What follows belongs to an exercise in optimizing a design on an open flow for a short achievable clock period and few clock cycles; a production flow would make more cautious choices.
For this run, only the layout was checked, not whether the RTL still works.
Power figures rest on the tool's default switching activity, not on a simulated workload.

### config.mk
export PLATFORM = sky130hd
export DESIGN_NAME = cpu
export DESIGN_NICKNAME = cpu
export VERILOG_FILES = /design/flow/design.v
export SDC_FILE = /design/flow/constraint.sdc
export NUM_CORES = 8
export LEC_CHECK = 0
export CAP_MARGIN = 20
export CORE_MARGIN = 2
export CORE_UTILIZATION = 40
export PLACE_DENSITY = 0.6
export SETUP_SLACK_MARGIN = 3
export SLEW_MARGIN = 20
### constraint.sdc
create_clock -name core_clock -period 16.0 [get_ports {clk_in}]
set_input_delay 3.2000 -clock core_clock [delete_from_list [all_inputs] [get_ports {clk_in}]]
set_output_delay 3.2000 -clock core_clock [all_outputs]
set_load 0.01 [all_outputs]
### design.v
module divider(
    input clk,
    input rst,
    input start,
    input sgn,
    input [31:0] a,
    input [31:0] b,
    output busy,
    output done,
    output [31:0] q,
    output [31:0] r
    );
    localparam IDLE = 2'd0, NORM = 2'd1, ITER = 2'd2, FIX = 2'd3;
    reg [1:0]  st;
    reg [31:0] A, B;
    reg [31:0] R, Q;
    reg [62:0] D;
    reg [4:0]  cnt;
    reg        qneg, rneg;
    assign busy = (st != IDLE);
    assign done = (st == FIX);
    assign q = qneg ? -Q : Q;
    assign r = rneg ? -R : R;
    function [4:0] clz5;
        input [31:0] v;
        integer i;
        begin
            clz5 = 5'd31;
            for (i = 0; i < 32; i = i + 1)
                if (v[i]) clz5 = 5'd31 - i[4:0];
        end
    endfunction
    wire [4:0]  za = clz5(A);
    wire [4:0]  zb = clz5(B);
    wire [4:0]  sh = zb - za;
    wire [32:0] diff = {1'b0, R} - {1'b0, D[31:0]};
    wire        dhi  = |D[62:32];
    always @(posedge clk or posedge rst) begin
        if (rst) begin
            st <= IDLE;
        end else begin
            case (st)
            IDLE: if (start) st <= NORM;
            NORM: st <= (B == 32'h0 || A < B) ? FIX : ITER;
            ITER: if (cnt == 5'd0) st <= FIX;
            FIX:  st <= IDLE;
            endcase
        end
    end
    always @(posedge clk) begin
        case (st)
        IDLE: if (start) begin
            A    <= (sgn & a[31]) ? -a : a;
            B    <= (sgn & b[31]) ? -b : b;
            qneg <= sgn & (a[31] ^ b[31]);
            rneg <= sgn & a[31];
        end
        NORM: begin
            R   <= A;
            Q   <= (B == 32'h0) ? 32'hFFFFFFFF : 32'h0;
            D   <= {31'b0, B} << sh;
            cnt <= sh;
        end
        ITER: begin
            if (!dhi && !diff[32]) begin
                R <= diff[31:0];
                Q <= {Q[30:0], 1'b1};
            end else begin
                Q <= {Q[30:0], 1'b0};
            end
            D   <= D >> 1;
            cnt <= cnt - 5'd1;
        end
        default: ;
        endcase
    end
endmodule
module cpu(
    input clk_in,
    input reset,
    input [31:0] imem,
    input [31:0] ram_out,
    output [31:0] dmem_in,
    output [2:0] select,
    output [31:0] alu_r,
    output [31:0] pc,
    output [31:0] addr,
    output cs,
    output dm_w,
    output dm_r
    );
    reg  [31:0] PC;
    reg         d_valid;
    reg  [31:0] IR;
    reg  [31:0] IPC;
    reg  [31:0] IPC4;
    reg         d_ptaken;      
    reg  [29:0] d_bt;          
    reg  [31:0] d_pnpc;        
    reg         m_cs, m_r, m_w;
    reg  [31:0] m_addr;
    reg  [31:0] m_din;
    reg  [2:0]  m_sel;
    reg  [2:0]  m_ldt;         
    reg         m_ld;          
    reg  [4:0]  m_rd;
    reg         m_mul, m_multu;
    reg  [31:0] m_a, m_b;
    reg         p_mul, p_multu;
    reg  [4:0]  p_rd;
    reg  [63:0] p_prod;
    reg  [31:0] HI, LO;
    assign pc      = PC;
    assign addr    = m_addr;
    assign alu_r   = m_addr;
    assign dmem_in = m_din;
    assign select  = m_sel;
    assign cs      = m_cs;
    assign dm_r    = m_r;
    assign dm_w    = m_w;
    wire        wa_en;  wire [4:0] wa_addr; wire [31:0] wa_data;
    wire        wb_en;  wire [4:0] wb_addr; wire [31:0] wb_data;
    wire        wc_en;  wire [4:0] wc_addr; wire [31:0] wc_data;
    wire [31:0] rf [0:31];
    assign rf[0] = 32'h0;
    genvar gi;
    generate
        for (gi = 1; gi < 32; gi = gi + 1) begin : gpr
            reg [31:0] r;
            always @(posedge clk_in or posedge reset)
                if (reset) r <= 32'h0;
                else if (wa_en && wa_addr == gi) r <= wa_data;
                else if (wb_en && wb_addr == gi) r <= wb_data;
                else if (wc_en && wc_addr == gi) r <= wc_data;
            assign rf[gi] = r;
        end
    endgenerate
    wire        c_mtc0_en;
    wire        c_exc_en;
    wire        c_eret_en;
    wire [4:0]  c_cause;
    wire [31:0] cp0 [0:31];
    generate
        for (gi = 0; gi < 32; gi = gi + 1) begin : cp0r
            reg [31:0] r;
            always @(posedge clk_in or posedge reset)
                if (reset) r <= 32'h0;
                else if (c_mtc0_en && IR[15:11] == gi) r <= rt_val;
                else if (c_exc_en && gi == 14) r <= IPC;
                else if (c_exc_en && gi == 12) r <= {cp0[12][26:0], 5'b0};
                else if (c_exc_en && gi == 13) r <= {24'b0, c_cause, 2'b0};
                else if (c_eret_en && gi == 12) r <= {5'b0, cp0[12][31:5]};
            assign cp0[gi] = r;
        end
    endgenerate
    wire [31:0] EPC = cp0[14];
    wire [5:0]  f_op = imem[31:26];
    wire [5:0]  f_fn = imem[5:0];
    wire        f_r    = (f_op == 6'b000000);
    wire        f_same = (imem[25:21] == imem[20:16]);
    wire        f_j    = (f_op[5:1] == 5'b00001);
    wire        f_beq  = (f_op == 6'b000100);
    wire        f_bne  = (f_op == 6'b000101);
    wire        f_bgez = (f_op == 6'b000001);
    wire        f_bpt  = (f_beq & (f_same | imem[15])) | (f_bne & ~f_same) | f_bgez;
    wire        f_jr   = f_r & (f_fn == 6'b001000);
    wire        f_sys  = f_r & (f_fn[5:1] == 5'b00110);
    wire        f_teq  = f_r & (f_fn == 6'b110100);
    wire        f_tpt  = f_sys | (f_teq & f_same);
    wire        f_eret = (f_op == 6'b010000) & (f_fn == 6'b011000);
    wire [29:0] f_pc4w = PC[31:2] + 30'd1;
    wire [29:0] f_bt   = f_pc4w + {{14{imem[15]}}, imem[15:0]};
    wire [31:0] f_pc4  = {f_pc4w, PC[1:0]};
    wire [31:0] f_jt   = {PC[31:28], imem[25:0], 2'b00};
    wire [31:0] epc_fwd = (d_valid & d_mtc0 & (IR[15:11] == 5'd14)) ? rt_val : EPC;
    wire [31:0] f_pred = f_j    ? f_jt :
                         f_bpt  ? {f_bt, PC[1:0]} :
                         f_jr   ? rf[31] :
                         f_tpt  ? 32'h00400004 :
                         f_eret ? epc_fwd :
                         f_pc4;
    wire [5:0] op = IR[31:26];
    wire [5:0] fn = IR[5:0];
    wire [4:0] rs = IR[25:21];
    wire [4:0] rt = IR[20:16];
    wire [4:0] rd = IR[15:11];
    wire       rty = (op == 6'b000000);
    wire d_add   = rty & (fn == 6'b100000);
    wire d_addu  = rty & (fn == 6'b100001);
    wire d_sub   = rty & (fn == 6'b100010);
    wire d_subu  = rty & (fn == 6'b100011);
    wire d_and   = rty & (fn == 6'b100100);
    wire d_or    = rty & (fn == 6'b100101);
    wire d_xor   = rty & (fn == 6'b100110);
    wire d_nor   = rty & (fn == 6'b100111);
    wire d_slt   = rty & (fn == 6'b101010);
    wire d_sltu  = rty & (fn == 6'b101011);
    wire d_sll   = rty & (fn == 6'b000000);
    wire d_srl   = rty & (fn == 6'b000010);
    wire d_sra   = rty & (fn == 6'b000011);
    wire d_sllv  = rty & (fn == 6'b000100);
    wire d_srlv  = rty & (fn == 6'b000110);
    wire d_srav  = rty & (fn == 6'b000111);
    wire d_jr    = rty & (fn == 6'b001000);
    wire d_jalr  = rty & (fn == 6'b001001);
    wire d_syscall = rty & (fn == 6'b001100);
    wire d_break = rty & (fn == 6'b001101);
    wire d_mfhi  = rty & (fn == 6'b010000);
    wire d_mthi  = rty & (fn == 6'b010001);
    wire d_mflo  = rty & (fn == 6'b010010);
    wire d_mtlo  = rty & (fn == 6'b010011);
    wire d_multu = rty & (fn == 6'b011001);
    wire d_div   = rty & (fn == 6'b011010);
    wire d_divu  = rty & (fn == 6'b011011);
    wire d_teq   = rty & (fn == 6'b110100);
    wire d_addi  = (op == 6'b001000);
    wire d_addiu = (op == 6'b001001);
    wire d_slti  = (op == 6'b001010);
    wire d_sltiu = (op == 6'b001011);
    wire d_andi  = (op == 6'b001100);
    wire d_ori   = (op == 6'b001101);
    wire d_xori  = (op == 6'b001110);
    wire d_lui   = (op == 6'b001111);
    wire d_lb    = (op == 6'b100000);
    wire d_lh    = (op == 6'b100001);
    wire d_lw    = (op == 6'b100011);
    wire d_lbu   = (op == 6'b100100);
    wire d_lhu   = (op == 6'b100101);
    wire d_sb    = (op == 6'b101000);
    wire d_sh    = (op == 6'b101001);
    wire d_sw    = (op == 6'b101011);
    wire d_beq   = (op == 6'b000100);
    wire d_bne   = (op == 6'b000101);
    wire d_bgez  = (op == 6'b000001);
    wire d_j     = (op == 6'b000010);
    wire d_jal   = (op == 6'b000011);
    wire d_mul   = (op == 6'b011100) & (fn == 6'b000010);
    wire d_clz   = (op == 6'b011100) & (fn == 6'b100000);
    wire d_eret  = (op == 6'b010000) & (fn == 6'b011000);
    wire d_mfc0  = (op == 6'b010000) & (rs == 5'b00000);
    wire d_mtc0  = (op == 6'b010000) & (rs == 5'b00100);
    wire d_load  = d_lb | d_lh | d_lw | d_lbu | d_lhu;
    wire d_store = d_sb | d_sh | d_sw;
    wire d_br    = d_beq | d_bne | d_bgez;
    wire d_hilo  = d_mfhi | d_mflo | d_mthi | d_mtlo | d_multu | d_div | d_divu;
    wire d_wrt   = d_addi | d_addiu | d_slti | d_sltiu | d_andi | d_ori | d_xori | d_lui | d_mfc0;
    wire d_wrd   = d_add | d_addu | d_sub | d_subu | d_and | d_or | d_xor | d_nor | d_slt | d_sltu |
                   d_sll | d_srl | d_sra | d_sllv | d_srlv | d_srav | d_jalr | d_mfhi | d_mflo | d_clz;
    wire [4:0] d_dst = d_jal ? 5'd31 : d_wrt ? rt : d_wrd ? rd : 5'd0;
    wire [4:0] d_muldst = d_mul ? rd : 5'd0;
    wire [4:0] d_lddst  = d_load ? rt : 5'd0;
    wire d_urs = ~(d_sll | d_srl | d_sra | d_j | d_jal | d_lui | d_mfhi | d_mflo | d_syscall | d_break |
                   d_eret | d_mfc0 | d_mtc0);
    wire d_urt = d_add | d_addu | d_sub | d_subu | d_and | d_or | d_xor | d_nor | d_slt | d_sltu |
                 d_sll | d_srl | d_sra | d_sllv | d_srlv | d_srav | d_multu | d_div | d_divu | d_teq |
                 d_store | d_beq | d_bne | d_mul | d_mtc0;
    wire div_busy;
    wire haz_ld  = m_ld & (((m_rd == rs) & d_urs) | ((m_rd == rt) & d_urt));
    wire haz_mul = (m_mul & (((m_rd == rs) & d_urs) | ((m_rd == rt) & d_urt))) |
                   (p_mul & (((p_rd == rs) & d_urs) | ((p_rd == rt) & d_urt)));
    wire haz_hl  = d_hilo & (div_busy | m_multu | p_multu);
    wire stall   = d_valid & (haz_ld | haz_mul | haz_hl);
    wire go      = d_valid & ~stall;
    wire [31:0] rs_val = rf[rs];
    wire [31:0] rt_val = rf[rt];
    wire [31:0] imm_s = {{16{IR[15]}}, IR[15:0]};
    wire [31:0] imm_z = {16'h0, IR[15:0]};
    wire        use_imm_s = d_addi | d_addiu | d_slti | d_sltiu;
    wire        use_imm_z = d_andi | d_ori | d_xori;
    wire [31:0] opb = use_imm_s ? imm_s : use_imm_z ? imm_z : rt_val;
    wire [31:0] sum  = rs_val + opb;
    wire [32:0] dif  = {1'b0, rs_val} - {1'b0, opb};
    wire        ltu  = dif[32];
    wire        lts  = (rs_val[31] ^ opb[31]) ? rs_val[31] : dif[31];
    wire        shv     = d_sllv | d_srlv | d_srav;
    wire [4:0]  sh_amt  = shv ? rs_val[4:0] : IR[10:6];
    wire        sh_big  = shv & (|rs_val[31:5]);
    wire [31:0] sh_l    = rt_val << sh_amt;
    wire [31:0] sh_r    = rt_val >> sh_amt;
    wire [31:0] sh_a    = $signed(rt_val) >>> sh_amt;
    reg [5:0] clz_n;
    integer ci;
    always @(*) begin
        clz_n = 6'd32;
        for (ci = 0; ci < 32; ci = ci + 1)
            if (rs_val[ci]) clz_n = 6'd31 - ci[5:0];
    end
    reg [31:0] res;
    always @(*) begin
        res = sum;
        if (d_sub | d_subu)               res = dif[31:0];
        else if (d_and | d_andi)          res = rs_val & opb;
        else if (d_or  | d_ori)           res = rs_val | opb;
        else if (d_xor | d_xori)          res = rs_val ^ opb;
        else if (d_nor)                   res = ~(rs_val | opb);
        else if (d_slt | d_slti)          res = {31'b0, lts};
        else if (d_sltu | d_sltiu)        res = {31'b0, ltu};
        else if (d_sll | d_sllv)          res = sh_big ? 32'h0 : sh_l;
        else if (d_srl | d_srlv)          res = sh_big ? 32'h0 : sh_r;
        else if (d_sra | d_srav)          res = sh_big ? {32{rt_val[31]}} : sh_a;
        else if (d_lui)                   res = {IR[15:0], 16'h0};
        else if (d_jal | d_jalr)          res = IPC4;
        else if (d_mfhi)                  res = HI;
        else if (d_mflo)                  res = LO;
        else if (d_mfc0)                  res = cp0[rd];
        else if (d_clz)                   res = {26'b0, clz_n};
    end
    assign wa_en   = go & (d_dst != 5'd0);
    assign wa_addr = d_dst;
    assign wa_data = res;
    wire eq    = (rs_val == rt_val);
    wire taken = (d_beq & eq) | (d_bne & ~eq) | (d_bgez & ~rs_val[31]);
    wire trap  = d_syscall | d_break | (d_teq & eq);
    wire mis_br   = d_br  & (taken != d_ptaken);
    wire mis_teq  = d_teq & (eq != d_ptaken);
    wire mis_jr   = (d_jr | d_jalr) & (rs_val != d_pnpc);
    wire mis_eret = d_eret & (EPC != d_pnpc);
    wire redirect = go & (mis_br | mis_teq | mis_jr | mis_eret);
    wire [31:0] rtarget = (d_jr | d_jalr) ? rs_val :
                          d_eret ? EPC :
                          d_teq ? (eq ? 32'h00400004 : IPC4) :
                          (taken ? {d_bt, IPC[1:0]} : IPC4);
    assign c_mtc0_en = go & d_mtc0;
    assign c_exc_en  = go & trap;
    assign c_eret_en = go & d_eret;
    assign c_cause   = d_break ? 5'b01001 : d_syscall ? 5'b01000 : 5'b01101;
    always @(posedge clk_in or posedge reset) begin
        if (reset) begin
            PC      <= 32'h00400000;
            d_valid <= 1'b0;
        end else if (redirect) begin
            PC      <= rtarget;
            d_valid <= 1'b0;
        end else if (!stall) begin
            PC      <= f_pred;
            d_valid <= 1'b1;
        end
    end
    always @(posedge clk_in) begin
        if (!stall) begin
            IR       <= imem;
            IPC      <= PC;
            IPC4     <= f_pc4;
            d_ptaken <= f_bpt | f_tpt;
            d_bt     <= f_bt;
            d_pnpc   <= f_pred;
        end
    end
    wire [31:0] maddr = rs_val + (d_store ? imm_z : imm_s);
    always @(posedge clk_in or posedge reset) begin
        if (reset) begin
            m_cs <= 1'b0; m_r <= 1'b0; m_w <= 1'b0;
            m_ld <= 1'b0; m_mul <= 1'b0; m_multu <= 1'b0;
            m_rd <= 5'd0;
        end else begin
            m_cs    <= go & (d_load | d_store);
            m_r     <= go & d_load;
            m_w     <= go & d_store;
            m_ld    <= go & d_load & (rt != 5'd0);
            m_mul   <= go & d_mul & (rd != 5'd0);
            m_multu <= go & d_multu;
            m_rd    <= d_mul ? rd : rt;
        end
    end
    always @(posedge clk_in) begin
        m_addr <= maddr;
        m_din  <= rt_val;
        m_sel  <= d_sb ? 3'b001 : d_sh ? 3'b010 : 3'b100;
        m_ldt  <= {d_lw, d_lh | d_lhu, d_lb | d_lh};
        if (go & (d_mul | d_multu)) begin
            m_a <= rs_val;
            m_b <= rt_val;
        end
    end
    wire [31:0] ld_data = m_ldt[2] ? ram_out :
                          m_ldt[1] ? {{16{m_ldt[0] & ram_out[31]}}, ram_out[31:16]} :
                                     {{24{m_ldt[0] & ram_out[31]}}, ram_out[31:24]};
    assign wb_en   = m_ld;
    assign wb_addr = m_rd;
    assign wb_data = ld_data;
    wire mul_kill = wa_en & (wa_addr == m_rd);
    always @(posedge clk_in or posedge reset) begin
        if (reset) begin
            p_mul <= 1'b0; p_multu <= 1'b0; p_rd <= 5'd0;
        end else begin
            p_mul   <= m_mul & ~mul_kill;
            p_multu <= m_multu;
            p_rd    <= m_rd;
        end
    end
    always @(posedge clk_in) begin
        if (m_mul | m_multu) p_prod <= m_a * m_b;
    end
    assign wc_en   = p_mul;
    assign wc_addr = p_rd;
    assign wc_data = p_prod[31:0];
    wire        dv_done;
    wire [31:0] dv_q, dv_r;
    divider dv(
        .clk(clk_in), .rst(reset),
        .start(go & (d_div | d_divu)), .sgn(d_div),
        .a(rs_val), .b(rt_val),
        .busy(div_busy), .done(dv_done), .q(dv_q), .r(dv_r));
    always @(posedge clk_in or posedge reset) begin
        if (reset) begin
            HI <= 32'h0; LO <= 32'h0;
        end else begin
            if (go & d_mthi) HI <= rs_val;
            else if (p_multu) HI <= p_prod[63:32];
            else if (dv_done) HI <= dv_r;
            if (go & d_mtlo) LO <= rs_val;
            else if (p_multu) LO <= p_prod[31:0];
            else if (dv_done) LO <= dv_q;
        end
    end
endmodule
### run.sh
#!/bin/bash
# synth_recipe.tcl (not shown) runs the flow's synth.tcl, then flattens the netlist and writes it again
# the make line also repeats each setting of config.mk as NAME=value (left out here)
make -C /OpenROAD-flow-scripts/flow DESIGN_CONFIG=/design/flow/config.mk WORK_HOME=/design/flow/orfs CLKGATE_MAP_FILE= SYNTH_SCRIPT=/design/flow/synth_recipe.tcl finish
==> summary.txt <==
==> logic make-up after synthesis <==
kind of cell / Yosys count / share of synthesized area [%]
DFF: 2686 / 35.69
adders and majority gates: 1405 / 12.55
AOI/OAI and AO/OA: 6795 / 22.76
and+or+nand+nor: 7510 / 17.70
buffers and inverters: 3501 / 7.212
muxes: 343 / 2.010
xor gates and xnor gates: 461 / 2.080
==> cell usage after synthesis, drive strengths merged, types with 47 or more instances <==
library cell  count
a2111oi          52
a211oi         1169
a21o            117
a21oi          2062
a221o            63
a221oi           83
a222oi           47
a22oi           490
a31oi           101
a32oi            79
and2            282
and3            135
buf             434
clkbuf         1843
dfrtp          2132
dfxtp            70
edfxtp          483
fa              903
ha              502
inv            1213
mux2            104
mux2i           212
nand2          2196
nand2b           74
nand3          1490
nand4           448
nor2           2214
nor2b            60
nor3            240
nor4            140
o211ai          988
o21a             49
o21ai          1038
o22ai            75
o31ai            67
or3              55
or4              47
xnor2           314
xor2            147
==> per-layer routing <==
layer	part of all wire [%]	wire (microns)	vias to the layer above
li1	-	-	79590
met1	36	395800	98670
met2	38	415100	18530
met3	16	177300	5551
met4	9.5	104500	76
met5	0.13	1425	-
==> final timing paths <==
kind | start | end | cells past startpoint | slack (ps)
worst max-delay path | IR[25]$_DFFE_PN_ | gpr[22].r[31]$_DFFE_PP0P_ | 24 | 4910
worst min-delay path | IPC[11]$_DFFE_PN_ | cp0r[14].r[11]$_DFFE_PP0P_ | 1 | 480
worst max register to register | IR[25]$_DFFE_PN_ | gpr[22].r[31]$_DFFE_PP0P_ | 24 | 4910
worst min register to register | IPC[11]$_DFFE_PN_ | cp0r[14].r[11]$_DFFE_PP0P_ | 1 | 480
max in group asynchronous | reset | cp0r[16].r[26]$_DFFE_PP0P_ | 5 | 10150
min in group asynchronous | reset | gpr[31].r[8]$_DFFE_PP0P_ | 2 | 2770
==> flip-flops by register name, summed over array words and instances, names as in the netlist, 32 cells and up <==
name,count
IPC4,32
HI,32
m_din,32
gpr.r,992
IR,32
LO,32
cp0r.r,1024
dv.D,63
PC,32
m_addr,32
dv.B,32
m_a,32
dv.Q,32
d_pnpc,32
dv.A,32
p_prod,64
m_b,32
dv.R,32
==> per-stage QoR <==
step                      cells  worst slack (ps)  area (sq um)
after floorplan           22700            -16830        194100
after global placement    27910              5630        204000
after detailed placement  27910              5731        204100
after CTS                 28490              5619        214900
after global routing      28520              5194        215100
final                     28690              4907        215600
==> where the power goes <==
group | total, mW | switching, mW | internal [mW]
registers | 9.56 | 1.39 | 8.17
clock network | 7.82 | 3.36 | 4.45
logic | 8.27 | 5.74 | 2.53
==> worst max-delay path, stage by stage, from the launching register on <==
cell and delay [ps]:
edfxtp_1 320, buf_4 450, buf_12 440, and2_4 460, buf_4 770, buf_4 680, o21ai_0 530, nand4_1 260
or4_1 170, or3_1 110, buf_4 280, clkinv_1 1080, ha_1 1000, nand3_1 120, a211oi_1 540, nor3_1 210
nor4_1 620, o31ai_1 260, o21ai_0 260, xor2_1 170, a2111oi_0 120, o31ai_1 920, a31oi_2 210, buf_4 290
o21ai_0 230
==> final cells by class <==
class	instances	share of cell area (%)
clock inverter	100	0.5625
antenna	198	0.2299
timing repair buffer	1072	4.112
multi-input combinational	16510	52.63
sequential	2686	32.15
clock buffer	477	4.460
inverter	1220	2.126
tap	6425	3.729
==> out/qor.csv <==
stage,metric,value,unit
timing,period_minus_slack,11090,ps
clock_network,cts_buffers,320,
route,avgViaCountPerCell,7.055,
timing,fin_setup_tns,0,ps
layout,drive_gt1_share,8.990,%
timing,skew,102.1,ps
global_route,grt_pass1_vias,184200,
timing,whs,476.7,ps
setup_path,critical_path.max_fanout,71,
layout,post-route-util,44.65,%
layout,fillers,46980,
placed_design,portBuffers,199,
placed_design,dpl.hpwl,718000,microns
placed_design,finalWeightedCongestion,1.103,
worst_hold_path,hp-class,reg2reg,
clock_network,insertion_delay,1070,ps
timing,worstMarginPinSlew,1344,ps
global_route,grt_util_met1,53.77,%
global_route,busiest_layer,met2,
clock_network,cts_buffer_depth,4,
timing,hold_violations,0,
synth,ys_ff_latch,2686,
setup_path,crit_path_end_kind,flop,
die,design.die.area,490900,sq um
layout,nets,23290,
synth,async_flop_share,79.41,%
global_route,antenna_found_initial,160,
die,die-height,700.7,microns
route,drc_errors,0,
clock_network,cts_hold_buffers,0,
job,drv_cap,0,
layout,area_growth,11.03,%
timing,maxSlewHeadroom,10.40,%
synth,yosysUniqueCellTypes,110,
layout,seq_area,69290,sq um
setup_path,worstSetupPathType,reg2reg,
clock_network,clk_pin_slew,60,ps
die,start_util,40.22,%
die,io_pins,200,
clock_network,cts-htree-levels,5,
die,rows,255,
timing,fmax,90.15,MHz
global_route,grtUsageMet2,57.00,%
die,coreArea,482700,sq um
setup_path,startpoint_type,flop,
synth,synth_top_cell_area_share,27.48,%
power_and_ir_drop,power_density,119.0,nW/um^2
status,status,"complete, no violations",
synth,yosys_warnings,2,
clock_network,post-cts-setup-buffer-count,0,
clock_network,clock-root-buffer,clkbuf_16,
clock_network,cts_tree,built,
timing,fin_crit_sh,69.33,%
timing,slew_viol_final,0,
global_route,grt_pass1_wl,1501000,microns
setup_path,worst_ep_required_time,16920,ps
route,vias,202400,
synth,yosys-top-cells-area,"dfrtp_1 (27%), fa_1 (9.3%), edfxtp_1 (7.5%)",
clock_network,clock-sinks,2686,
power_and_ir_drop,ir_drop,0.0001117,V
global_route,use_met3,21.34,%
route,avgRoutedWirePerCell,38.13,microns
timing,setup_viol,0,
timing,rsz0062_at_grt,false,
power_and_ir_drop,p_leak,87.21,nW
synth,ys_seq_area_share,35.69,%
route,wirelength,1094000,microns
die,dieWidth,700.7,microns
clock_network,cts_resized,0,
synth,synth_ff_type,dfrtp_1,
synth,synth_edf_count,483,
global_route,grt_start_max_net_pins,161,
layout,final_cell_mix,"nand2_1 (2189), dfrtp_1 (2130), nor2_1 (2096), a21oi_1 (1996), nand3_1 (1488)",
power_and_ir_drop,finalPower,25.64,mW
synth,synth_top_area_cell,dfrtp_1,
route,detail-route-antenna-nets,0,
layout,multi_input_area,113500,sq um
route,initialDrtViolationCount,39290,
setup_path,cp.arrival,12020,ps
global_route,grt.total_usage,43.13,%
synth,syn_inst,22700,
synth,netlist_area,194100,sq um
route,drt-pass1-iter-count,22,
synth,synth.avg_cell_area,8.552,sq um
layout,layout_commonest_cell,nand2_1,
global_route,overflow,0,
synth,syn_nets,24170,

-- what the ideal ports hide --
Ports are ideal in the flow. The routed layout listed here was re-timed in OpenROAD. Step 1 sets driving cells, clkbuf_16 on the clock port and buf_2 on the other inputs (assumed; they add their load-dependent delay and slew). Step 2 times the ports against the registers' clock, not the clock port: input delays grow and output delays shrink by t, the midpoint of the rising clock arrivals with the driver on. Three values: no drivers, after step 1, after step 2; two values: the first two.
t (ns): 1.142
setup WS [ns]: 4.907 / 4.907 / 4.907
latest minus earliest clock arrival (ns): 0.103 / 0.102
slew at the worst register clock pin (ns): 0.08 / 0.08
cell pins on the clock port's net: 1
After both steps setup and hold are still met in this run. For this run, drivers alone change the setup slack by 0.000 ns; drivers and shift together by 0.000 ns.
